This is an optimization exercise on Yosys and OpenROAD, whose aim is small area, a short achievable clock period and few clock cycles per item, not a production implementation. In this exercise RTL edits were held to simulation tests only and were not proved equivalent to the original.

$ cat design/flow/flow/run.sh
#!/bin/bash
set -euo pipefail
export SETUP_SLACK_MARGIN=9.5
export TNS_END_PERCENT=10
export BUFFER_PORTS_ARGS="-buffer_cell sky130_fd_sc_hd__buf_2"
bash standard.sh > standard.log 2>&1
$ cat design/flow/standard.sh
#!/bin/bash
# synth_recipe.tcl (not shown) runs the flow's synth.tcl, then flattens the netlist and writes it again
# the make line also repeats each setting of config.mk as NAME=value (left out here)
make -C /OpenROAD-flow-scripts/flow DESIGN_CONFIG=/design/flow/config.mk WORK_HOME=/design/flow/orfs CLKGATE_MAP_FILE= SYNTH_SCRIPT=/design/flow/synth_recipe.tcl "${@:-finish}"
$ cat design/flow/config.mk
export PLATFORM = sky130hd
export DESIGN_NAME = Milestone1
export DESIGN_NICKNAME = Milestone1
export VERILOG_FILES = /design/flow/design.v
export SDC_FILE = /design/flow/constraint.sdc
export NUM_CORES = 4
export LEC_CHECK = 0
export CAP_MARGIN = 20
export CORE_MARGIN = 2
export CORE_UTILIZATION = 55
export CTS_CLUSTER_DIAMETER = 140
export CTS_CLUSTER_SIZE = 24
export PLACE_DENSITY = 0.75
export SLEW_MARGIN = 20
export SYNTH_HIERARCHICAL = 1
$ cat design/flow/constraint.sdc
create_clock -name core_clock -period 13.0 [get_ports {Clock}]
set_input_delay 2.6000 -clock core_clock [delete_from_list [all_inputs] [get_ports {Clock}]]
set_output_delay 2.6000 -clock core_clock [all_outputs]
set_load 0.01 [all_outputs]
$ cat design/flow/design.v
module Milestone1 (
		input logic Clock,
		input logic Resetn,
		input logic Start,
		output logic Stop,
		output logic   [17:0]   SRAM_address,
		output logic   [15:0]   SRAM_write_data,
		output logic            SRAM_we_n,
		input  logic   [15:0]   SRAM_read_data
);
logic        running;       
logic        vrow;          
logic [4:0]  ph;            
logic [6:0]  c;             
logic [14:0] w;             
logic [17:0] rgb;           
logic        lastrow;       
logic        we;            
assign SRAM_we_n = ~we;
logic        a_rd, a_wr, a_isy, a_isv;    
logic [1:0]  a_k;
logic        k_odd, k_ybus, k_sh, k_puhl;
logic [3:0]  k_ld;          
logic [5:0]  k_src;         
logic [2:0]  k_wsel;        
logic        fle76, fe77, fe78, fe79;    
wire c79     = fe79;
wire wrap    = ((ph == 5'd9) & ~c79) | (ph == 5'd16);
wire last_wr = running & lastrow & c79 & (ph == 5'd10);
wire [4:0] phN  = wrap ? 5'd0 : ph + 5'd1;
wire [6:0] cN   = wrap ? (c79 ? 7'd0 : c + 7'd1) : c;
wire       vrN  = (wrap & c79) ? 1'b0 : vrow;
wire nle76 = wrap ? ((c <= 7'd75) | c79) : fle76;
wire ne77  = wrap ? (c == 7'd76) : fe77;
wire ne78  = wrap ? fe77 : fe78;
wire ne79  = wrap ? fe78 : fe79;
logic        d_rd, d_wr, d_isy, d_isv, d_odd, d_ybus, d_sh, d_pulo;
logic [3:0]  d_ld;
logic [1:0]  d_k;
logic [5:0]  d_src;
logic [2:0]  d_wsel;
always_comb begin
	logic real_r, le76, le77, le78, e77, e78, e79, upre, vpre, dupn;
	real_r = ~vrN;
	le76 = nle76; le77 = nle76 | ne77; le78 = le77 | ne78;
	e77 = ne77; e78 = ne78; e79 = ne79;
	upre = (real_r & le77) | (e78 & ~lastrow);
	vpre = (real_r & le76) | (e77 & ~lastrow);
	dupn = ~le77;
	d_rd = 1'b0; d_wr = 1'b0; d_isy = 1'b0; d_isv = 1'b0; d_k = 2'd0;
	d_odd = 1'b0; d_sh = 1'b0; d_src = 6'd0; d_wsel = 3'd0; d_ld = 4'd0; d_pulo = 1'b0;
	case (phN)
		5'd0: begin d_rd = upre; d_k = 2'd2; end
		5'd1: begin d_rd = real_r; d_isy = 1'b1; end
		5'd2, 5'd3, 5'd4, 5'd7, 5'd8, 5'd9: d_wr = real_r;
		5'd5: begin d_rd = vpre; d_isv = 1'b1; d_k = 2'd3; end
		5'd6: begin
			if (e79) begin d_rd = ~lastrow; d_isv = 1'b1; d_k = 2'd2; end
			else begin d_rd = real_r & le78; d_isy = 1'b1; d_k = 2'd1; end
		end
		5'd10: begin d_rd = ~lastrow; d_k = 2'd2; end
		5'd11: begin d_rd = ~lastrow; d_isv = 1'b1; d_k = 2'd3; end
		5'd13: begin d_rd = ~lastrow; d_isy = 1'b1; d_k = 2'd1; end
		default: ;
	endcase
	d_odd = (phN == 5'd1) | (phN == 5'd6);
	d_ybus = (phN == 5'd4) | (phN == 5'd9) | (e79 & (phN == 5'd16));
	d_wsel[0] = (phN == 5'd2) | (phN == 5'd7);
	d_wsel[1] = (phN == 5'd3) | (phN == 5'd8);
	d_wsel[2] = (phN == 5'd4) | (phN == 5'd9);
	if (e79 & (phN >= 5'd5)) begin
		d_sh = 1'b1;
		case (phN)
			5'd5, 5'd13: d_src = 6'b000001;
			5'd11: d_src = 6'b000010;
			5'd15: d_src = 6'b000100;
			5'd6: d_src = 6'b000100;
			5'd12, 5'd16: d_src = 6'b001000;
			5'd14: d_src = 6'b010000;
			default: d_src = 6'b100000;
		endcase
	end else begin
		case (phN)
			5'd3: begin d_sh = 1'b1; d_src = dupn ? 6'b100000 : 6'b000001; end
			5'd4: begin d_sh = 1'b1; d_src = dupn ? 6'b100000 : 6'b010000; end
			5'd8: begin d_sh = 1'b1; d_src = dupn ? 6'b100000 : 6'b000010; end
			5'd9: begin d_sh = 1'b1; d_src = dupn ? 6'b100000 : 6'b001000; end
			default: ;
		endcase
	end
	d_ld[0] = ((phN == 5'd4) & upre) | (e79 & (phN == 5'd10));                        
	d_ld[1] = ((phN == 5'd4) & upre) | (e79 & (phN == 5'd14));                        
	d_ld[2] = ((phN == 5'd9) & vpre) | (e79 & ((phN == 5'd10) | (phN == 5'd15)));     
	d_ld[3] = ((phN == 5'd9) & vpre) | (e79 & (phN == 5'd15));                        
	d_pulo = e79 & (phN == 5'd10);
end
wire [17:0] a_x = a_isy ? {{2{vrow}}, w, 1'b0} : {{3{vrow}}, w};
logic [17:0] a_c;
always_comb begin
	case ({a_isy, a_isv, a_k[0]})
		3'b100: a_c = 18'd1;            
		3'b101: a_c = 18'd2;            
		3'b010: a_c = 18'd57602;
		3'b011: a_c = 18'd57603;
		default: a_c = 18'd38402;
	endcase
end
wire [17:0] a_ad = a_x + a_c;
wire go = running & ~last_wr;
always_ff @(posedge Clock or negedge Resetn) begin
	if (~Resetn) begin
		running <= 1'b0; vrow <= 1'b1; ph <= 5'd4; c <= 7'd77; w <= 15'h7ffd;
		fle76 <= 1'b0; fe77 <= 1'b1; fe78 <= 1'b0; fe79 <= 1'b0;
		rgb <= 18'd146944;
		SRAM_address <= 18'd0; we <= 1'b0; Stop <= 1'b0;
	end else begin
		if (Start) running <= 1'b1;
		Stop <= running & lastrow & c79 & (ph == 5'd9);
		if (running) begin
			ph <= phN; c <= cN; vrow <= vrN;
			fle76 <= nle76; fe77 <= ne77; fe78 <= ne78; fe79 <= ne79;
			if (wrap) w <= w + 15'd1;
		end
		if (last_wr) begin
			running <= 1'b0; vrow <= 1'b1; ph <= 5'd4; c <= 7'd77; w <= 15'h7ffd;
			fle76 <= 1'b0; fe77 <= 1'b1; fe78 <= 1'b0; fe79 <= 1'b0;
		end
		we <= a_wr;
		SRAM_address <= a_rd ? a_ad : rgb;
		if (a_wr) rgb <= rgb + 18'd1;
		if (~running) rgb <= 18'd146944;
	end
end
always_ff @(posedge Clock) begin
	lastrow <= ~vrow & (w >= 15'd19120);
	a_rd <= go & d_rd; a_wr <= go & d_wr; a_isy <= d_isy; a_isv <= d_isv; a_k <= d_k;
	k_odd <= d_odd; k_ybus <= d_ybus; k_sh <= go & d_sh; k_ld <= {4{go}} & d_ld; k_puhl <= d_pulo;
	k_src <= d_src; k_wsel <= d_wsel;
end
logic [15:0] D;                  
logic [7:0]  pu_hi, pu_lo, pv_hi, pv_lo;
logic [7:0]  ch [0:10];          
logic [9:0]  vhold;              
logic [22:0] yt;                 
logic [8:0]  cu, cv;             
logic [10:0] cu3, cv3;           
logic        nu, nv;
logic [7:0]  b0;
always_ff @(posedge Clock) begin
	D <= SRAM_read_data;
end
logic [7:0] chin;
always_comb begin
	chin = ({8{k_src[0]}} & pv_hi) | ({8{k_src[1]}} & pv_lo) | ({8{k_src[2]}} & pu_hi)
	     | ({8{k_src[3]}} & pu_lo) | ({8{k_src[4]}} & D[15:8]) | ({8{k_src[5]}} & ch[1]);
end
integer i;
always_ff @(posedge Clock) begin
	if (k_sh) begin
		ch[0] <= chin;
		for (i = 1; i <= 10; i = i + 1) ch[i] <= ch[i-1];
	end
	if (k_ld[0]) pu_hi <= k_puhl ? D[7:0] : D[15:8];
	if (k_ld[1]) pu_lo <= D[7:0];
	if (k_ld[2]) pv_hi <= D[15:8];
	if (k_ld[3]) pv_lo <= D[7:0];
end
logic [8:0] fA, fB, fC;
always_ff @(posedge Clock) begin
	fA <= {1'b0, ch[9]} + {1'b0, chin};
	fB <= {1'b0, ch[7]} + {1'b0, ch[1]};
	fC <= {1'b0, ch[5]} + {1'b0, ch[3]} + 9'd1;
end
wire fl_1, fl_2;
csa_fa fl_1_i (.a(fA[5]), .b(fA[3]), .c(fA[1]), .s(fl_1), .co(fl_2));
wire fl_3, fl_4;
csa_fa fl_3_i (.a(fA[6]), .b(fA[4]), .c(fA[2]), .s(fl_3), .co(fl_4));
wire fl_5, fl_6;
csa_ha fl_5_i (.a(~fB[0]), .b(fB[3]), .s(fl_5), .co(fl_6));
wire fl_7, fl_8;
csa_fa fl_7_i (.a(fA[7]), .b(fA[5]), .c(fA[3]), .s(fl_7), .co(fl_8));
wire fl_9, fl_10;
csa_fa fl_9_i (.a(~fB[1]), .b(fB[4]), .c(fB[5]), .s(fl_9), .co(fl_10));
wire fl_11, fl_12;
csa_ha fl_11_i (.a(fC[0]), .b(fC[2]), .s(fl_11), .co(fl_12));
wire fl_13, fl_14;
csa_fa fl_13_i (.a(fA[8]), .b(fA[6]), .c(fA[4]), .s(fl_13), .co(fl_14));
wire fl_15, fl_16;
csa_fa fl_15_i (.a(~fB[2]), .b(fB[5]), .c(fB[6]), .s(fl_15), .co(fl_16));
wire fl_17, fl_18;
csa_fa fl_17_i (.a(fC[1]), .b(fC[3]), .c(~fC[8]), .s(fl_17), .co(fl_18));
wire fl_19, fl_20;
csa_fa fl_19_i (.a(fA[7]), .b(fA[5]), .c(~fB[3]), .s(fl_19), .co(fl_20));
wire fl_21, fl_22;
csa_fa fl_21_i (.a(fB[6]), .b(fB[7]), .c(fC[2]), .s(fl_21), .co(fl_22));
wire fl_23, fl_24;
csa_ha fl_23_i (.a(fC[4]), .b(1'b1), .s(fl_23), .co(fl_24));
wire fl_25, fl_26;
csa_fa fl_25_i (.a(fA[8]), .b(fA[6]), .c(~fB[4]), .s(fl_25), .co(fl_26));
wire fl_27, fl_28;
csa_fa fl_27_i (.a(fB[7]), .b(fB[8]), .c(fC[3]), .s(fl_27), .co(fl_28));
wire fl_29, fl_30;
csa_ha fl_29_i (.a(fC[5]), .b(1'b1), .s(fl_29), .co(fl_30));
wire fl_31, fl_32;
csa_fa fl_31_i (.a(fA[7]), .b(~fB[5]), .c(fB[8]), .s(fl_31), .co(fl_32));
wire fl_33, fl_34;
csa_ha fl_33_i (.a(fC[4]), .b(fC[6]), .s(fl_33), .co(fl_34));
wire fl_35, fl_36;
csa_ha fl_35_i (.a(fA[8]), .b(~fB[6]), .s(fl_35), .co(fl_36));
wire fl_37, fl_38;
csa_ha fl_37_i (.a(fA[3]), .b(fA[1]), .s(fl_37), .co(fl_38));
wire fl_39, fl_40;
csa_fa fl_39_i (.a(fA[4]), .b(fA[2]), .c(fA[0]), .s(fl_39), .co(fl_40));
wire fl_41, fl_42;
csa_ha fl_41_i (.a(fB[1]), .b(fB[2]), .s(fl_41), .co(fl_42));
wire fl_43, fl_44;
csa_fa fl_43_i (.a(fl_1), .b(fB[2]), .c(fB[3]), .s(fl_43), .co(fl_44));
wire fl_45, fl_46;
csa_fa fl_45_i (.a(fC[0]), .b(~fC[5]), .c(1'b1), .s(fl_45), .co(fl_46));
wire fl_47, fl_48;
csa_fa fl_47_i (.a(fl_2), .b(fl_3), .c(fl_5), .s(fl_47), .co(fl_48));
wire fl_49, fl_50;
csa_fa fl_49_i (.a(fB[4]), .b(fC[1]), .c(~fC[6]), .s(fl_49), .co(fl_50));
wire fl_51, fl_52;
csa_fa fl_51_i (.a(fl_4), .b(fl_6), .c(fl_7), .s(fl_51), .co(fl_52));
wire fl_53, fl_54;
csa_fa fl_53_i (.a(fl_9), .b(fl_11), .c(~fC[7]), .s(fl_53), .co(fl_54));
wire fl_55, fl_56;
csa_fa fl_55_i (.a(fl_8), .b(fl_10), .c(fl_12), .s(fl_55), .co(fl_56));
wire fl_57, fl_58;
csa_fa fl_57_i (.a(fl_13), .b(fl_15), .c(fl_17), .s(fl_57), .co(fl_58));
wire fl_59, fl_60;
csa_fa fl_59_i (.a(fl_14), .b(fl_16), .c(fl_18), .s(fl_59), .co(fl_60));
wire fl_61, fl_62;
csa_fa fl_61_i (.a(fl_19), .b(fl_21), .c(fl_23), .s(fl_61), .co(fl_62));
wire fl_63, fl_64;
csa_fa fl_63_i (.a(fl_20), .b(fl_22), .c(fl_24), .s(fl_63), .co(fl_64));
wire fl_65, fl_66;
csa_fa fl_65_i (.a(fl_25), .b(fl_27), .c(fl_29), .s(fl_65), .co(fl_66));
wire fl_67, fl_68;
csa_fa fl_67_i (.a(fl_26), .b(fl_28), .c(fl_30), .s(fl_67), .co(fl_68));
wire fl_69, fl_70;
csa_fa fl_69_i (.a(fl_31), .b(fl_33), .c(1'b1), .s(fl_69), .co(fl_70));
wire fl_71, fl_72;
csa_fa fl_71_i (.a(fl_32), .b(fl_34), .c(fl_35), .s(fl_71), .co(fl_72));
wire fl_73, fl_74;
csa_fa fl_73_i (.a(fC[5]), .b(fC[7]), .c(1'b1), .s(fl_73), .co(fl_74));
wire fl_75, fl_76;
csa_fa fl_75_i (.a(fl_36), .b(~fB[7]), .c(fC[6]), .s(fl_75), .co(fl_76));
wire fl_77, fl_78;
csa_ha fl_77_i (.a(fC[8]), .b(1'b1), .s(fl_77), .co(fl_78));
wire fl_79, fl_80;
csa_ha fl_79_i (.a(~fB[8]), .b(fC[7]), .s(fl_79), .co(fl_80));
wire fl_81, fl_82;
csa_ha fl_81_i (.a(fA[2]), .b(fA[0]), .s(fl_81), .co(fl_82));
wire fl_83, fl_84;
csa_fa fl_83_i (.a(fl_37), .b(fB[0]), .c(fB[1]), .s(fl_83), .co(fl_84));
wire fl_85, fl_86;
csa_fa fl_85_i (.a(fl_38), .b(fl_39), .c(fl_41), .s(fl_85), .co(fl_86));
wire fl_87, fl_88;
csa_fa fl_87_i (.a(fl_40), .b(fl_42), .c(fl_43), .s(fl_87), .co(fl_88));
wire fl_89, fl_90;
csa_fa fl_89_i (.a(fl_44), .b(fl_46), .c(fl_47), .s(fl_89), .co(fl_90));
wire fl_91, fl_92;
csa_fa fl_91_i (.a(fl_48), .b(fl_50), .c(fl_51), .s(fl_91), .co(fl_92));
wire fl_93, fl_94;
csa_fa fl_93_i (.a(fl_52), .b(fl_54), .c(fl_55), .s(fl_93), .co(fl_94));
wire fl_95, fl_96;
csa_fa fl_95_i (.a(fl_56), .b(fl_58), .c(fl_59), .s(fl_95), .co(fl_96));
wire fl_97, fl_98;
csa_fa fl_97_i (.a(fl_60), .b(fl_62), .c(fl_63), .s(fl_97), .co(fl_98));
wire fl_99, fl_100;
csa_fa fl_99_i (.a(fl_64), .b(fl_66), .c(fl_67), .s(fl_99), .co(fl_100));
wire fl_101, fl_102;
csa_fa fl_101_i (.a(fl_68), .b(fl_70), .c(fl_71), .s(fl_101), .co(fl_102));
wire fl_103, fl_104;
csa_fa fl_103_i (.a(fl_72), .b(fl_74), .c(fl_75), .s(fl_103), .co(fl_104));
wire fl_105, fl_106;
csa_fa fl_105_i (.a(fl_76), .b(fl_78), .c(fl_79), .s(fl_105), .co(fl_106));
wire fl_107, fl_108;
csa_ha fl_107_i (.a(fA[1]), .b(~fC[1]), .s(fl_107), .co(fl_108));
wire fl_109, fl_110;
csa_fa fl_109_i (.a(fl_81), .b(fB[0]), .c(~fC[2]), .s(fl_109), .co(fl_110));
wire fl_111, fl_112;
csa_fa fl_111_i (.a(fl_82), .b(fl_83), .c(~fC[3]), .s(fl_111), .co(fl_112));
wire fl_113, fl_114;
csa_fa fl_113_i (.a(fl_84), .b(fl_85), .c(~fC[4]), .s(fl_113), .co(fl_114));
wire fl_115, fl_116;
csa_fa fl_115_i (.a(fl_86), .b(fl_87), .c(fl_45), .s(fl_115), .co(fl_116));
wire fl_117, fl_118;
csa_fa fl_117_i (.a(fl_88), .b(fl_89), .c(fl_49), .s(fl_117), .co(fl_118));
wire fl_119, fl_120;
csa_fa fl_119_i (.a(fl_90), .b(fl_91), .c(fl_53), .s(fl_119), .co(fl_120));
wire fl_121, fl_122;
csa_fa fl_121_i (.a(fl_92), .b(fl_93), .c(fl_57), .s(fl_121), .co(fl_122));
wire fl_123, fl_124;
csa_fa fl_123_i (.a(fl_94), .b(fl_95), .c(fl_61), .s(fl_123), .co(fl_124));
wire fl_125, fl_126;
csa_fa fl_125_i (.a(fl_96), .b(fl_97), .c(fl_65), .s(fl_125), .co(fl_126));
wire fl_127, fl_128;
csa_fa fl_127_i (.a(fl_98), .b(fl_99), .c(fl_69), .s(fl_127), .co(fl_128));
wire fl_129, fl_130;
csa_fa fl_129_i (.a(fl_100), .b(fl_101), .c(fl_73), .s(fl_129), .co(fl_130));
wire fl_131, fl_132;
csa_fa fl_131_i (.a(fl_102), .b(fl_103), .c(fl_77), .s(fl_131), .co(fl_132));
wire fl_133, fl_134;
csa_fa fl_133_i (.a(fl_104), .b(fl_105), .c(1'b1), .s(fl_133), .co(fl_134));
wire fl_135, fl_136;
csa_fa fl_135_i (.a(fl_106), .b(fl_80), .c(fC[8]), .s(fl_135), .co(fl_136));
wire [18:0] fl_a = {1'b1, 1'b1, fl_136, fl_134, fl_132, fl_130, fl_128, fl_126, fl_124, fl_122, fl_120, fl_118, fl_116, fl_114, fl_112, fl_110, fl_108, fl_107, fA[0]};
wire [18:0] fl_b = {1'b0, 1'b0, 1'b1, fl_135, fl_133, fl_131, fl_129, fl_127, fl_125, fl_123, fl_121, fl_119, fl_117, fl_115, fl_113, fl_111, fl_109, 1'b1, ~fC[0]};
wire [8:0]  fl_lo = {1'b0, fl_a[7:0]} + {1'b0, fl_b[7:0]};
logic [10:0] fa, fb;
logic        fc8;
always_ff @(posedge Clock) begin
	fa <= fl_a[18:8]; fb <= fl_b[18:8]; fc8 <= fl_lo[8];
end
wire [10:0] fs = fa + fb + {10'd0, fc8};
wire [9:0]  fr = {fs[10], fs[8:0]};    
wire [10:0] f3 = {2'd0, fr[8:0]} + {1'b0, fr[8:0], 1'b0};
wire [7:0]  eu = ch[6], ev = ch[7];
wire [8:0]  vsel = k_odd ? vhold[8:0] : {1'b0, ev};
wire [10:0] vs3 = {2'd0, vsel} + {1'b0, vsel, 1'b0};
wire [10:0] eu3 = {3'd0, eu} + {2'd0, eu, 1'b0};
logic [7:0] Yv;
always_ff @(posedge Clock) begin
	Yv <= k_ybus ? SRAM_read_data[15:8] : D[7:0];
end
wire ym_1, ym_2;
csa_ha ym_1_i (.a(Yv[5]), .b(Yv[3]), .s(ym_1), .co(ym_2));
wire ym_3, ym_4;
csa_fa ym_3_i (.a(Yv[6]), .b(Yv[4]), .c(Yv[2]), .s(ym_3), .co(ym_4));
wire ym_5, ym_6;
csa_fa ym_5_i (.a(Yv[7]), .b(Yv[5]), .c(Yv[3]), .s(ym_5), .co(ym_6));
wire ym_7, ym_8;
csa_fa ym_7_i (.a(Yv[6]), .b(Yv[4]), .c(Yv[1]), .s(ym_7), .co(ym_8));
wire ym_9, ym_10;
csa_ha ym_9_i (.a(Yv[7]), .b(Yv[5]), .s(ym_9), .co(ym_10));
wire ym_11, ym_12;
csa_ha ym_11_i (.a(Yv[6]), .b(Yv[3]), .s(ym_11), .co(ym_12));
wire ym_13, ym_14;
csa_ha ym_13_i (.a(~Yv[7]), .b(Yv[0]), .s(ym_13), .co(ym_14));
wire ym_15, ym_16;
csa_ha ym_15_i (.a(Yv[3]), .b(Yv[1]), .s(ym_15), .co(ym_16));
wire ym_17, ym_18;
csa_fa ym_17_i (.a(Yv[4]), .b(Yv[2]), .c(Yv[0]), .s(ym_17), .co(ym_18));
wire ym_19, ym_20;
csa_fa ym_19_i (.a(ym_1), .b(Yv[1]), .c(1'b1), .s(ym_19), .co(ym_20));
wire ym_21, ym_22;
csa_fa ym_21_i (.a(ym_2), .b(ym_3), .c(1'b1), .s(ym_21), .co(ym_22));
wire ym_23, ym_24;
csa_fa ym_23_i (.a(ym_4), .b(ym_5), .c(Yv[0]), .s(ym_23), .co(ym_24));
wire ym_25, ym_26;
csa_fa ym_25_i (.a(ym_6), .b(ym_7), .c(1'b1), .s(ym_25), .co(ym_26));
wire ym_27, ym_28;
csa_fa ym_27_i (.a(ym_8), .b(ym_9), .c(Yv[2]), .s(ym_27), .co(ym_28));
wire ym_29, ym_30;
csa_fa ym_29_i (.a(ym_10), .b(ym_11), .c(1'b1), .s(ym_29), .co(ym_30));
wire ym_31, ym_32;
csa_fa ym_31_i (.a(ym_12), .b(Yv[7]), .c(Yv[4]), .s(ym_31), .co(ym_32));
wire [22:0] ym_a = {1'b0, Yv[7], Yv[6], ym_32, ym_30, ym_28, ym_26, ym_24, ym_22, ym_20, ym_18, ym_16, ym_15, Yv[2], ym_14, ym_13, ~Yv[6], ~Yv[5], ~Yv[4], ~Yv[3], ~Yv[2], ~Yv[1], ~Yv[0]};
wire [22:0] ym_b = {1'b0, 1'b0, 1'b0, Yv[5], ym_31, ym_29, ym_27, ym_25, ym_23, ym_21, ym_19, ym_17, 1'b1, Yv[0], Yv[1], 1'b1, 1'b0, 1'b1, 1'b1, 1'b0, 1'b0, 1'b0, 1'b1};
wire [22:0] ytn = ym_a + ym_b;
always_ff @(posedge Clock) begin
	vhold <= fr;
	yt <= ytn;
	if (k_odd) begin
		cu <= fr[8:0]; cu3 <= f3; nu <= fr[9];
		cv <= vhold[8:0]; cv3 <= vs3; nv <= vhold[9];
	end else begin
		cu <= {1'b0, eu}; cu3 <= eu3; nu <= 1'b0;
		cv <= {1'b0, ev}; cv3 <= vs3; nv <= 1'b0;
	end
end
wire clr_1, clr_2;
csa_ha clr_1_i (.a(yt[5]), .b(cv3[7]), .s(clr_1), .co(clr_2));
wire clr_3, clr_4;
csa_fa clr_3_i (.a(yt[6]), .b(cv3[8]), .c(cv[1]), .s(clr_3), .co(clr_4));
wire clr_5, clr_6;
csa_fa clr_5_i (.a(yt[7]), .b(cv3[9]), .c(cv[2]), .s(clr_5), .co(clr_6));
wire clr_7, clr_8;
csa_fa clr_7_i (.a(yt[8]), .b(cv3[10]), .c(cv[3]), .s(clr_7), .co(clr_8));
wire clr_9, clr_10;
csa_fa clr_9_i (.a(yt[9]), .b(cv3[0]), .c(cv[4]), .s(clr_9), .co(clr_10));
wire clr_11, clr_12;
csa_fa clr_11_i (.a(yt[10]), .b(cv3[1]), .c(cv[5]), .s(clr_11), .co(clr_12));
wire clr_13, clr_14;
csa_ha clr_13_i (.a(yt[11]), .b(cv3[2]), .s(clr_13), .co(clr_14));
wire clr_15, clr_16;
csa_fa clr_15_i (.a(yt[12]), .b(cv3[3]), .c(cv[7]), .s(clr_15), .co(clr_16));
wire clr_17, clr_18;
csa_fa clr_17_i (.a(yt[13]), .b(cv3[0]), .c(cv3[4]), .s(clr_17), .co(clr_18));
wire clr_19, clr_20;
csa_ha clr_19_i (.a(yt[14]), .b(cv3[1]), .s(clr_19), .co(clr_20));
wire clr_21, clr_22;
csa_fa clr_21_i (.a(yt[15]), .b(cv3[2]), .c(cv3[6]), .s(clr_21), .co(clr_22));
wire clr_23, clr_24;
csa_fa clr_23_i (.a(yt[16]), .b(cv3[3]), .c(cv3[7]), .s(clr_23), .co(clr_24));
wire clr_25, clr_26;
csa_ha clr_25_i (.a(yt[17]), .b(cv3[4]), .s(clr_25), .co(clr_26));
wire clr_27, clr_28;
csa_fa clr_27_i (.a(yt[18]), .b(cv3[5]), .c(cv3[9]), .s(clr_27), .co(clr_28));
wire clr_29, clr_30;
csa_ha clr_29_i (.a(yt[19]), .b(cv3[6]), .s(clr_29), .co(clr_30));
wire clr_31, clr_32;
csa_ha clr_31_i (.a(yt[2]), .b(cv3[4]), .s(clr_31), .co(clr_32));
wire clr_33, clr_34;
csa_fa clr_33_i (.a(yt[3]), .b(cv3[5]), .c(cv[1]), .s(clr_33), .co(clr_34));
wire clr_35, clr_36;
csa_fa clr_35_i (.a(yt[4]), .b(cv3[6]), .c(cv[2]), .s(clr_35), .co(clr_36));
wire clr_37, clr_38;
csa_fa clr_37_i (.a(clr_1), .b(cv[0]), .c(cv[3]), .s(clr_37), .co(clr_38));
wire clr_39, clr_40;
csa_fa clr_39_i (.a(clr_2), .b(clr_3), .c(cv[4]), .s(clr_39), .co(clr_40));
wire clr_41, clr_42;
csa_fa clr_41_i (.a(clr_4), .b(clr_5), .c(cv[5]), .s(clr_41), .co(clr_42));
wire clr_43, clr_44;
csa_fa clr_43_i (.a(clr_6), .b(clr_7), .c(cv[6]), .s(clr_43), .co(clr_44));
wire clr_45, clr_46;
csa_fa clr_45_i (.a(clr_8), .b(clr_9), .c(cv[7]), .s(clr_45), .co(clr_46));
wire clr_47, clr_48;
csa_fa clr_47_i (.a(clr_10), .b(clr_11), .c(cv[8]), .s(clr_47), .co(clr_48));
wire clr_49, clr_50;
csa_fa clr_49_i (.a(clr_12), .b(clr_13), .c(cv[6]), .s(clr_49), .co(clr_50));
wire clr_51, clr_52;
csa_fa clr_51_i (.a(clr_14), .b(clr_15), .c(1'b1), .s(clr_51), .co(clr_52));
wire clr_53, clr_54;
csa_fa clr_53_i (.a(clr_16), .b(clr_17), .c(cv[8]), .s(clr_53), .co(clr_54));
wire clr_55, clr_56;
csa_fa clr_55_i (.a(clr_18), .b(clr_19), .c(cv3[5]), .s(clr_55), .co(clr_56));
wire clr_57, clr_58;
csa_fa clr_57_i (.a(clr_20), .b(clr_21), .c(1'b1), .s(clr_57), .co(clr_58));
wire clr_59, clr_60;
csa_fa clr_59_i (.a(clr_22), .b(clr_23), .c(1'b1), .s(clr_59), .co(clr_60));
wire clr_61, clr_62;
csa_fa clr_61_i (.a(clr_24), .b(clr_25), .c(cv3[8]), .s(clr_61), .co(clr_62));
wire clr_63, clr_64;
csa_fa clr_63_i (.a(clr_26), .b(clr_27), .c(1'b1), .s(clr_63), .co(clr_64));
wire clr_65, clr_66;
csa_fa clr_65_i (.a(clr_28), .b(clr_29), .c(cv3[10]), .s(clr_65), .co(clr_66));
wire clr_67, clr_68;
csa_fa clr_67_i (.a(clr_30), .b(yt[20]), .c(cv3[7]), .s(clr_67), .co(clr_68));
wire clr_69, clr_70;
csa_ha clr_69_i (.a(yt[21]), .b(cv3[8]), .s(clr_69), .co(clr_70));
wire clr_71, clr_72;
csa_fa clr_71_i (.a(yt[22]), .b(cv3[9]), .c(1'b1), .s(clr_71), .co(clr_72));
wire clr_73, clr_74;
csa_ha clr_73_i (.a(cv3[10]), .b(1'b1), .s(clr_73), .co(clr_74));
wire [27:0] clr_a = {1'b1, clr_74, clr_72, clr_70, clr_68, clr_66, clr_64, clr_62, clr_60, clr_58, clr_56, clr_54, clr_52, clr_50, clr_48, clr_46, clr_44, clr_42, clr_40, clr_38, clr_36, clr_34, clr_32, clr_31, yt[1], yt[0], cv3[1], cv3[0]};
wire [27:0] clr_b = {1'b0, 1'b1, clr_73, clr_71, clr_69, clr_67, clr_65, clr_63, clr_61, clr_59, clr_57, clr_55, clr_53, clr_51, clr_49, clr_47, clr_45, clr_43, clr_41, clr_39, clr_37, clr_35, clr_33, cv[0], cv3[3], cv3[2], 1'b0, 1'b0};
wire [27:0] Rs = clr_a + clr_b;
wire clg_1, clg_2;
csa_ha clg_1_i (.a(yt[3]), .b(~cu3[2]), .s(clg_1), .co(clg_2));
wire clg_3, clg_4;
csa_ha clg_3_i (.a(yt[4]), .b(~cu3[3]), .s(clg_3), .co(clg_4));
wire clg_5, clg_6;
csa_ha clg_5_i (.a(yt[5]), .b(~cu3[4]), .s(clg_5), .co(clg_6));
wire clg_7, clg_8;
csa_ha clg_7_i (.a(yt[6]), .b(~cu3[5]), .s(clg_7), .co(clg_8));
wire clg_9, clg_10;
csa_ha clg_9_i (.a(yt[9]), .b(~cu3[8]), .s(clg_9), .co(clg_10));
wire clg_11, clg_12;
csa_fa clg_11_i (.a(yt[10]), .b(~cu3[9]), .c(~cu[2]), .s(clg_11), .co(clg_12));
wire clg_13, clg_14;
csa_ha clg_13_i (.a(~cv[0]), .b(~cv[7]), .s(clg_13), .co(clg_14));
wire clg_15, clg_16;
csa_fa clg_15_i (.a(yt[11]), .b(~cu3[0]), .c(~cu3[10]), .s(clg_15), .co(clg_16));
wire clg_17, clg_18;
csa_fa clg_17_i (.a(~cu[3]), .b(~cv[1]), .c(~cv[8]), .s(clg_17), .co(clg_18));
wire clg_19, clg_20;
csa_fa clg_19_i (.a(yt[12]), .b(~cu3[1]), .c(~cu[4]), .s(clg_19), .co(clg_20));
wire clg_21, clg_22;
csa_ha clg_21_i (.a(~cv3[0]), .b(~cv[2]), .s(clg_21), .co(clg_22));
wire clg_23, clg_24;
csa_fa clg_23_i (.a(yt[13]), .b(~cu3[2]), .c(~cu[5]), .s(clg_23), .co(clg_24));
wire clg_25, clg_26;
csa_fa clg_25_i (.a(~cv3[1]), .b(~cv[3]), .c(1'b1), .s(clg_25), .co(clg_26));
wire clg_27, clg_28;
csa_fa clg_27_i (.a(yt[14]), .b(~cu3[3]), .c(~cu[6]), .s(clg_27), .co(clg_28));
wire clg_29, clg_30;
csa_ha clg_29_i (.a(~cv3[2]), .b(~cv[4]), .s(clg_29), .co(clg_30));
wire clg_31, clg_32;
csa_fa clg_31_i (.a(yt[15]), .b(~cu3[4]), .c(~cu[7]), .s(clg_31), .co(clg_32));
wire clg_33, clg_34;
csa_ha clg_33_i (.a(~cv3[3]), .b(~cv[5]), .s(clg_33), .co(clg_34));
wire clg_35, clg_36;
csa_fa clg_35_i (.a(yt[16]), .b(~cu3[5]), .c(~cu[8]), .s(clg_35), .co(clg_36));
wire clg_37, clg_38;
csa_fa clg_37_i (.a(~cv3[4]), .b(~cv[6]), .c(1'b1), .s(clg_37), .co(clg_38));
wire clg_39, clg_40;
csa_fa clg_39_i (.a(yt[17]), .b(~cu3[6]), .c(~cv3[5]), .s(clg_39), .co(clg_40));
wire clg_41, clg_42;
csa_fa clg_41_i (.a(yt[18]), .b(~cu3[7]), .c(~cv3[6]), .s(clg_41), .co(clg_42));
wire clg_43, clg_44;
csa_ha clg_43_i (.a(yt[1]), .b(~cu3[0]), .s(clg_43), .co(clg_44));
wire clg_45, clg_46;
csa_ha clg_45_i (.a(yt[2]), .b(~cu3[1]), .s(clg_45), .co(clg_46));
wire clg_47, clg_48;
csa_fa clg_47_i (.a(clg_1), .b(~cv[0]), .c(~cv[5]), .s(clg_47), .co(clg_48));
wire clg_49, clg_50;
csa_fa clg_49_i (.a(clg_2), .b(clg_3), .c(~cv[1]), .s(clg_49), .co(clg_50));
wire clg_51, clg_52;
csa_fa clg_51_i (.a(clg_4), .b(clg_5), .c(~cv[2]), .s(clg_51), .co(clg_52));
wire clg_53, clg_54;
csa_fa clg_53_i (.a(clg_6), .b(clg_7), .c(~cv[3]), .s(clg_53), .co(clg_54));
wire clg_55, clg_56;
csa_fa clg_55_i (.a(clg_8), .b(yt[7]), .c(~cu3[6]), .s(clg_55), .co(clg_56));
wire clg_57, clg_58;
csa_fa clg_57_i (.a(yt[8]), .b(~cu3[7]), .c(~cu[0]), .s(clg_57), .co(clg_58));
wire clg_59, clg_60;
csa_fa clg_59_i (.a(clg_9), .b(~cu[1]), .c(~cv[6]), .s(clg_59), .co(clg_60));
wire clg_61, clg_62;
csa_fa clg_61_i (.a(clg_10), .b(clg_11), .c(clg_13), .s(clg_61), .co(clg_62));
wire clg_63, clg_64;
csa_fa clg_63_i (.a(clg_12), .b(clg_14), .c(clg_15), .s(clg_63), .co(clg_64));
wire clg_65, clg_66;
csa_fa clg_65_i (.a(clg_16), .b(clg_18), .c(clg_19), .s(clg_65), .co(clg_66));
wire clg_67, clg_68;
csa_fa clg_67_i (.a(clg_20), .b(clg_22), .c(clg_23), .s(clg_67), .co(clg_68));
wire clg_69, clg_70;
csa_fa clg_69_i (.a(clg_24), .b(clg_26), .c(clg_27), .s(clg_69), .co(clg_70));
wire clg_71, clg_72;
csa_fa clg_71_i (.a(clg_28), .b(clg_30), .c(clg_31), .s(clg_71), .co(clg_72));
wire clg_73, clg_74;
csa_fa clg_73_i (.a(clg_32), .b(clg_34), .c(clg_35), .s(clg_73), .co(clg_74));
wire clg_75, clg_76;
csa_fa clg_75_i (.a(clg_36), .b(clg_38), .c(clg_39), .s(clg_75), .co(clg_76));
wire clg_77, clg_78;
csa_fa clg_77_i (.a(clg_40), .b(clg_41), .c(~cv[8]), .s(clg_77), .co(clg_78));
wire clg_79, clg_80;
csa_fa clg_79_i (.a(clg_42), .b(yt[19]), .c(~cu3[8]), .s(clg_79), .co(clg_80));
wire clg_81, clg_82;
csa_fa clg_81_i (.a(yt[20]), .b(~cu3[9]), .c(~cv3[8]), .s(clg_81), .co(clg_82));
wire clg_83, clg_84;
csa_ha clg_83_i (.a(yt[21]), .b(~cu3[10]), .s(clg_83), .co(clg_84));
wire clg_85, clg_86;
csa_ha clg_85_i (.a(yt[22]), .b(~cv3[10]), .s(clg_85), .co(clg_86));
wire clg_87, clg_88;
csa_ha clg_87_i (.a(clg_43), .b(~cv[3]), .s(clg_87), .co(clg_88));
wire clg_89, clg_90;
csa_fa clg_89_i (.a(clg_44), .b(clg_45), .c(~cv[4]), .s(clg_89), .co(clg_90));
wire clg_91, clg_92;
csa_fa clg_91_i (.a(clg_46), .b(clg_47), .c(1'b1), .s(clg_91), .co(clg_92));
wire clg_93, clg_94;
csa_fa clg_93_i (.a(clg_48), .b(clg_49), .c(~cv[6]), .s(clg_93), .co(clg_94));
wire clg_95, clg_96;
csa_fa clg_95_i (.a(clg_50), .b(clg_51), .c(~cv[7]), .s(clg_95), .co(clg_96));
wire clg_97, clg_98;
csa_fa clg_97_i (.a(clg_52), .b(clg_53), .c(~cv[8]), .s(clg_97), .co(clg_98));
wire clg_99, clg_100;
csa_fa clg_99_i (.a(clg_54), .b(clg_55), .c(~cv[4]), .s(clg_99), .co(clg_100));
wire clg_101, clg_102;
csa_fa clg_101_i (.a(clg_56), .b(clg_57), .c(~cv[5]), .s(clg_101), .co(clg_102));
wire clg_103, clg_104;
csa_fa clg_103_i (.a(clg_58), .b(clg_59), .c(1'b1), .s(clg_103), .co(clg_104));
wire clg_105, clg_106;
csa_fa clg_105_i (.a(clg_60), .b(clg_61), .c(1'b1), .s(clg_105), .co(clg_106));
wire clg_107, clg_108;
csa_fa clg_107_i (.a(clg_62), .b(clg_63), .c(clg_17), .s(clg_107), .co(clg_108));
wire clg_109, clg_110;
csa_fa clg_109_i (.a(clg_64), .b(clg_65), .c(clg_21), .s(clg_109), .co(clg_110));
wire clg_111, clg_112;
csa_fa clg_111_i (.a(clg_66), .b(clg_67), .c(clg_25), .s(clg_111), .co(clg_112));
wire clg_113, clg_114;
csa_fa clg_113_i (.a(clg_68), .b(clg_69), .c(clg_29), .s(clg_113), .co(clg_114));
wire clg_115, clg_116;
csa_fa clg_115_i (.a(clg_70), .b(clg_71), .c(clg_33), .s(clg_115), .co(clg_116));
wire clg_117, clg_118;
csa_fa clg_117_i (.a(clg_72), .b(clg_73), .c(clg_37), .s(clg_117), .co(clg_118));
wire clg_119, clg_120;
csa_fa clg_119_i (.a(clg_74), .b(clg_75), .c(~cv[7]), .s(clg_119), .co(clg_120));
wire clg_121, clg_122;
csa_fa clg_121_i (.a(clg_76), .b(clg_77), .c(1'b1), .s(clg_121), .co(clg_122));
wire clg_123, clg_124;
csa_fa clg_123_i (.a(clg_78), .b(clg_79), .c(~cv3[7]), .s(clg_123), .co(clg_124));
wire clg_125, clg_126;
csa_fa clg_125_i (.a(clg_80), .b(clg_81), .c(1'b1), .s(clg_125), .co(clg_126));
wire clg_127, clg_128;
csa_fa clg_127_i (.a(clg_82), .b(clg_83), .c(~cv3[9]), .s(clg_127), .co(clg_128));
wire clg_129, clg_130;
csa_fa clg_129_i (.a(clg_84), .b(clg_85), .c(1'b1), .s(clg_129), .co(clg_130));
wire [27:0] clg_a = {1'b1, 1'b1, clg_130, clg_128, clg_126, clg_124, clg_122, clg_120, clg_118, clg_116, clg_114, clg_112, clg_110, clg_108, clg_106, clg_104, clg_102, clg_100, clg_98, clg_96, clg_94, clg_92, clg_90, clg_88, clg_87, yt[0], ~cv[1], ~cv[0]};
wire [27:0] clg_b = {1'b0, 1'b0, clg_86, clg_129, clg_127, clg_125, clg_123, clg_121, clg_119, clg_117, clg_115, clg_113, clg_111, clg_109, clg_107, clg_105, clg_103, clg_101, clg_99, clg_97, clg_95, clg_93, clg_91, clg_89, 1'b1, ~cv[2], 1'b0, 1'b1};
wire [27:0] Gs = clg_a + clg_b;
wire clb_1, clb_2;
csa_fa clb_1_i (.a(yt[8]), .b(cu[0]), .c(cu[3]), .s(clb_1), .co(clb_2));
wire clb_3, clb_4;
csa_fa clb_3_i (.a(yt[9]), .b(cu[1]), .c(cu[4]), .s(clb_3), .co(clb_4));
wire clb_5, clb_6;
csa_fa clb_5_i (.a(yt[10]), .b(cu[2]), .c(cu[5]), .s(clb_5), .co(clb_6));
wire clb_7, clb_8;
csa_fa clb_7_i (.a(yt[11]), .b(cu[3]), .c(cu[6]), .s(clb_7), .co(clb_8));
wire clb_9, clb_10;
csa_ha clb_9_i (.a(yt[5]), .b(cu[0]), .s(clb_9), .co(clb_10));
wire clb_11, clb_12;
csa_fa clb_11_i (.a(yt[6]), .b(cu[1]), .c(cu3[5]), .s(clb_11), .co(clb_12));
wire clb_13, clb_14;
csa_fa clb_13_i (.a(yt[7]), .b(cu[2]), .c(cu3[6]), .s(clb_13), .co(clb_14));
wire clb_15, clb_16;
csa_fa clb_15_i (.a(clb_1), .b(cu3[7]), .c(cu3[10]), .s(clb_15), .co(clb_16));
wire clb_17, clb_18;
csa_fa clb_17_i (.a(clb_2), .b(clb_3), .c(cu3[8]), .s(clb_17), .co(clb_18));
wire clb_19, clb_20;
csa_fa clb_19_i (.a(clb_4), .b(clb_5), .c(cu3[9]), .s(clb_19), .co(clb_20));
wire clb_21, clb_22;
csa_fa clb_21_i (.a(clb_6), .b(clb_7), .c(cu3[10]), .s(clb_21), .co(clb_22));
wire clb_23, clb_24;
csa_fa clb_23_i (.a(clb_8), .b(yt[12]), .c(cu[4]), .s(clb_23), .co(clb_24));
wire clb_25, clb_26;
csa_ha clb_25_i (.a(yt[13]), .b(cu[5]), .s(clb_25), .co(clb_26));
wire clb_27, clb_28;
csa_ha clb_27_i (.a(yt[1]), .b(cu3[0]), .s(clb_27), .co(clb_28));
wire clb_29, clb_30;
csa_fa clb_29_i (.a(yt[2]), .b(cu3[1]), .c(cu3[4]), .s(clb_29), .co(clb_30));
wire clb_31, clb_32;
csa_fa clb_31_i (.a(yt[3]), .b(cu3[2]), .c(cu3[5]), .s(clb_31), .co(clb_32));
wire clb_33, clb_34;
csa_fa clb_33_i (.a(yt[4]), .b(cu3[3]), .c(cu3[6]), .s(clb_33), .co(clb_34));
wire clb_35, clb_36;
csa_fa clb_35_i (.a(clb_9), .b(cu3[4]), .c(cu3[7]), .s(clb_35), .co(clb_36));
wire clb_37, clb_38;
csa_fa clb_37_i (.a(clb_10), .b(clb_11), .c(cu3[8]), .s(clb_37), .co(clb_38));
wire clb_39, clb_40;
csa_fa clb_39_i (.a(clb_12), .b(clb_13), .c(cu3[9]), .s(clb_39), .co(clb_40));
wire clb_41, clb_42;
csa_fa clb_41_i (.a(clb_14), .b(clb_15), .c(1'b1), .s(clb_41), .co(clb_42));
wire clb_43, clb_44;
csa_fa clb_43_i (.a(clb_16), .b(clb_17), .c(1'b1), .s(clb_43), .co(clb_44));
wire clb_45, clb_46;
csa_fa clb_45_i (.a(clb_18), .b(clb_19), .c(1'b1), .s(clb_45), .co(clb_46));
wire clb_47, clb_48;
csa_fa clb_47_i (.a(clb_20), .b(clb_21), .c(1'b1), .s(clb_47), .co(clb_48));
wire clb_49, clb_50;
csa_fa clb_49_i (.a(clb_22), .b(clb_23), .c(cu[7]), .s(clb_49), .co(clb_50));
wire clb_51, clb_52;
csa_fa clb_51_i (.a(clb_24), .b(clb_25), .c(cu[8]), .s(clb_51), .co(clb_52));
wire clb_53, clb_54;
csa_fa clb_53_i (.a(clb_26), .b(yt[14]), .c(cu[6]), .s(clb_53), .co(clb_54));
wire clb_55, clb_56;
csa_fa clb_55_i (.a(yt[15]), .b(cu[0]), .c(cu[7]), .s(clb_55), .co(clb_56));
wire clb_57, clb_58;
csa_fa clb_57_i (.a(yt[16]), .b(cu[1]), .c(cu[8]), .s(clb_57), .co(clb_58));
wire clb_59, clb_60;
csa_ha clb_59_i (.a(yt[17]), .b(cu[2]), .s(clb_59), .co(clb_60));
wire clb_61, clb_62;
csa_ha clb_61_i (.a(yt[18]), .b(cu[3]), .s(clb_61), .co(clb_62));
wire clb_63, clb_64;
csa_fa clb_63_i (.a(yt[19]), .b(cu[4]), .c(1'b1), .s(clb_63), .co(clb_64));
wire clb_65, clb_66;
csa_fa clb_65_i (.a(yt[20]), .b(cu[5]), .c(1'b1), .s(clb_65), .co(clb_66));
wire clb_67, clb_68;
csa_fa clb_67_i (.a(yt[21]), .b(cu[6]), .c(1'b1), .s(clb_67), .co(clb_68));
wire clb_69, clb_70;
csa_ha clb_69_i (.a(yt[22]), .b(cu[7]), .s(clb_69), .co(clb_70));
wire clb_71, clb_72;
csa_ha clb_71_i (.a(cu[8]), .b(1'b1), .s(clb_71), .co(clb_72));
wire [27:0] clb_a = {1'b1, clb_72, clb_70, clb_68, clb_66, clb_64, clb_62, clb_60, clb_58, clb_56, clb_54, clb_52, clb_50, clb_48, clb_46, clb_44, clb_42, clb_40, clb_38, clb_36, clb_34, clb_32, clb_30, clb_28, clb_27, yt[0], cu3[1], cu3[0]};
wire [27:0] clb_b = {1'b0, 1'b1, clb_71, clb_69, clb_67, clb_65, clb_63, clb_61, clb_59, clb_57, clb_55, clb_53, clb_51, clb_49, clb_47, clb_45, clb_43, clb_41, clb_39, clb_37, clb_35, clb_33, clb_31, clb_29, cu3[3], cu3[2], 1'b0, 1'b0};
wire [27:0] Bs = clb_a + clb_b;
logic [37:0] o;                  
always_ff @(posedge Clock) o <= {Rs[27:16], Gs[27:16], Bs[27:16], nu, nv};
function automatic [7:0] clip(input logic [11:0] x, input logic z);
	clip = (z | x[11]) ? 8'd0 : (|x[10:8]) ? 8'd255 : x[7:0];
endfunction
wire [7:0] oR = clip(o[37:26], o[0]), oG = clip(o[25:14], o[1] | o[0]), oB = clip(o[13:2], o[1]);
logic [15:0] gb;
always_ff @(posedge Clock) begin
	b0 <= oB;
	gb <= {oG, oB};
	SRAM_write_data <= ({16{k_wsel[0]}} & {oR, oG}) | ({16{k_wsel[1]}} & {b0, oR})
	                 | ({16{k_wsel[2]}} & gb);
end
endmodule
module csa_fa (input logic a, input logic b, input logic c, output logic s, output logic co);
	assign s = a ^ b ^ c;
	assign co = (a & b) | (a & c) | (b & c);
endmodule
module csa_ha (input logic a, input logic b, output logic s, output logic co);
	assign s = a ^ b;
	assign co = a & b;
endmodule
==> impl_metrics.toml <==
[setup_path]
critPathTopFamily = "flip-flops"
timing.rr.start = "yt[8]$_DFF_P_"
crit_chain = "buf_2"
crit_required_ps = 10400
r2r_slack_ps = 9310
timing.rr.end = "o[12]$_DFF_P_"
start_kind = "flip-flop"
crit_buf_inv = 1
worstPathArrival_ps = 1100
critPathKind = "flip-flop to output pin"
worstPathMaxFanout = 1
max_stage_delay_ps = 410
cp-end-kind = "output pin"
cp_slowest_cell = "dfrtp_1"
ff2ff_path_depth = 12

[cts]
clockRootBuffer = "clkbuf_16"
worst_skew_pair.late_latency_ps = 550
cts_tree = "built"
ctsHoldBuffers = 0
cts.sinks = 418
cts_made_buffers = 21
htreeDepth = 1
clkSlewWorstSetupHoldPaths_ps = 100
clock_path_buffers = 3

[synth]
ys.flop_type = "dfxtp_1"
synth_edf_count = 112
synth_area_sq_mm = 0.0235
netlist.area_leader.share_pct = 20.0
synth_top_area_cell = "dfxtp_1"
ys_seq_area_share_pct = 42.0
ys_types = 81
ys_ff_latch = 418
synthTopCellsByArea = "dfxtp_1 (20%), fa_1 (16%), edfxtp_1 (14%)"
synth_common_cells = "dfxtp_1 (235), ha_1 (216), fa_1 (185)"
avgSynthCellArea_sq_um = 11.8
yosysMostFrequentCell = "dfxtp_1"
syn_inst = 1988
yosys_warnings = 8
synth-async-reset-ratio_pct = 17.0

[finish]
fillers = 3390
drive_gt1_share_pct = 14.9
stdcell_area_sq_mm = 0.0256
multi_input_area_sq_mm = 0.0134
antenna_cells = 0
syn_to_final_growth_pct = 8.89
ff_latch_area_sq_mm = 0.00997
layout.nets = 2495

[route]
vias = 15100
ant_nets = 0
drt-pass1-iter-count = 5
wire_per_inst_um = 19.6
routed_wl_um = 51400
drt_iter0_markers = 1016
vias_per_cell = 5.73
drc = 0

[job]
drv_cap = 0

[sta]
finalMaxSlewViolations = 0
final-hold-violation-count = 0
fin_setup_tns_ps = 0
fin_skew_ps = 18.2
hold_slack_ps = 352
fmax_mhz = 270
period_needed_ps = 3700
grt_setup_unrepaired = "true"
relSlewSlack_pct = 28.4
worstMarginPinSlew_ps = 1070
setup_viol = 0
fin_crit_sh_pct = 28.5

[grt]
grt_pass1_vias = 15400
grt-ovfl-total = 0
antenna_found_initial = 0
gr-usage-all-layers_pct = 23.5
grt_max_degree = 81
grt_pass1_wl_um = 82100

[floorplan]
start_util_pct = 55.9
num_rows = 75
coreArea_sq_mm = 0.0420
ioPinCount = 55
die_y_um = 211
die_w_um = 211
die_area_sq_mm = 0.0444

[min_path]
min_from = "nu$_SDFF_PN0_"
holdPathEnd = "o[1]$_DFF_P_"
holdPathStages = 0
min_path_type = "flip-flop to flip-flop"

[placed_design]
hpwl_um = 40100
io_buffers = 54
dpl_cell_area_sq_mm = 0.0244
gp_congestion = 0.926

[outcome]
status = "no timing/DRC/antenna violations"
## per-module statistics from Yosys (local to each module, per instance)
module	cells inside	flops+latches
Milestone1	1766	418
csa_fa	1	0
csa_ha	1	0
## cell usage in the layout (no fill, tap or decap), types with 39 or more instances in the layout
cell | netlist | routed
a21oi_1 | 116 | 107
xnor2_1 | 77 | 73
xor2_1 | 45 | 45
ha_1 | 216 | 201
nor2_1 | 82 | 82
nand3_1 | 52 | 50
inv_1 | 128 | 117
edfxtp_1 | 112 | 112
buf_2 | 4 | 54
fa_1 | 185 | 175
o21a_1 | 39 | 39
o21ai_0 | 65 | 55
dfxtp_1 | 235 | 196
mux2_2 | 47 | 47
dfrtp_1 | 44 | 44
nand2_1 | 111 | 111
## worst max-delay path by stage
stage | end | from | cells past startpoint
after floorplan | o[12]$_DFF_P_ | cu[0]$_DFF_P_ | 12
after global placement | o[13]$_DFF_P_ | cu[0]$_DFF_P_ | 12
after detailed placement | o[23]$_DFF_P_ | cu[0]$_DFF_P_ | 12
after CTS | SRAM_address[0] | SRAM_address[0]$_DFF_PN0_ | 1
after global routing | o[7]$_DFF_P_ | yt[8]$_DFF_P_ | 13
final | SRAM_address[0] | SRAM_address[0]$_DFF_PN0_ | 1
## sequential cells by signal, summed over array words and instances, names as in the netlist, 9 cells and up
name             cells
cu                   9
cu3                 10
o                   38
fa                   9
w                   15
fA                   9
fB                   9
fC                   9
cv3                 11
SRAM_address        18
yt                  23
ch                  80
gb                  16
SRAM_write_data     16
D                   16
rgb                 18
vhold               10
## layer usage
metal	up-vias	part of all wire (%)	GRT usage, %
met4	0	1.6	4.32
met5	-	0	0
li1	7109	-	-
met1	7550	45	32.9
met2	356	49	40.6
met3	48	4.4	1.84
## per-stage QoR
stage / setup WS (ps) / utilization (%) / std cells
floorplan: 9500 / - / 2020
global placement: 9110 / 58.0 / 2571
detailed placement: 9050 / 58.0 / 2571
CTS: 9260 / 59.7 / 2612
global route: 9210 / 60.9 / 2628
finish: 9300 / 60.9 / 2628
## worst reg2reg max path, cell delays in order (launching register included)
cell and delay [ps]:
dfxtp_4 360, fa_1 570, fa_1 450, fa_1 570, ha_4 230, a21oi_2 130
o21ai_1 80, o31ai_2 290, a21o_1 250, a21o_1 180, nand3_2 100, a311oi_2 250
xor2_1 160
## timing repair
item | CTS | global route
pin swaps | 11 | 51
gates resized for setup | 34 | 104
gates cloned | 0 | 0
buffers inserted | 4 | 16
setup endpoints to repair | 75 | 76
## cells by family (layout without fill, tap and decap cells)
kind of cell	after synthesis	in the layout	share of synthesized area [%]
AO/OA/AOI/OAI	404	404	11.3
adder cells (fa/ha/maj)	401	401	27.2
flip-flops	418	418	42.0
XOR/XNOR	122	122	4.54
buffers and inverters	175	244	3.08
AND/OR/NAND/NOR	401	401	8.73
multiplexers	66	66	3.06
other	1	33	0.0159
## cell type report
cell class / count / share of cell area [%]
clock buffer: 34 / 2.24
inverter: 129 / 1.91
timing repair buffer: 78 / 1.76
sequential: 418 / 38.9
tap: 539 / 2.63
multi-input combinational: 1427 / 52.4
clock inverter: 3 / 0.103
Testbench counts, summed over its fixed seeds: cycles 774,832, frames 4.

-- static timing again, ports no longer ideal --
The results above use ideal ports. As a check the final layout listed here was re-extracted and re-timed, cells and wires unchanged.
Step 1 (the two cells are an assumption about what drives the block):
set clk [get_ports {Clock}]
set_driving_cell -lib_cell sky130_fd_sc_hd__clkbuf_16 $clk
set_driving_cell -lib_cell sky130_fd_sc_hd__buf_2 [delete_from_list [all_inputs] $clk]
Step 2 times the ports against the registers' clock, not the clock port: input delays grow and output delays shrink by t, the midpoint of the rising clock arrivals with the driver on.
a / b / c = ideal / step 1 / step 2; a / b = the first two.
t (ns): 0.597
setup WS [ns]: 9.297 / 9.242 / 9.308
hold slack, ns: 0.352 / 0.352 / 0.352
worst setup path after step 2: register to register
worst register clock-pin slew, ns: 0.11 / 0.11
After both steps this run still meets setup and hold. For this run, drivers alone change the setup slack by -0.055 ns; drivers and shift together by +0.011 ns.
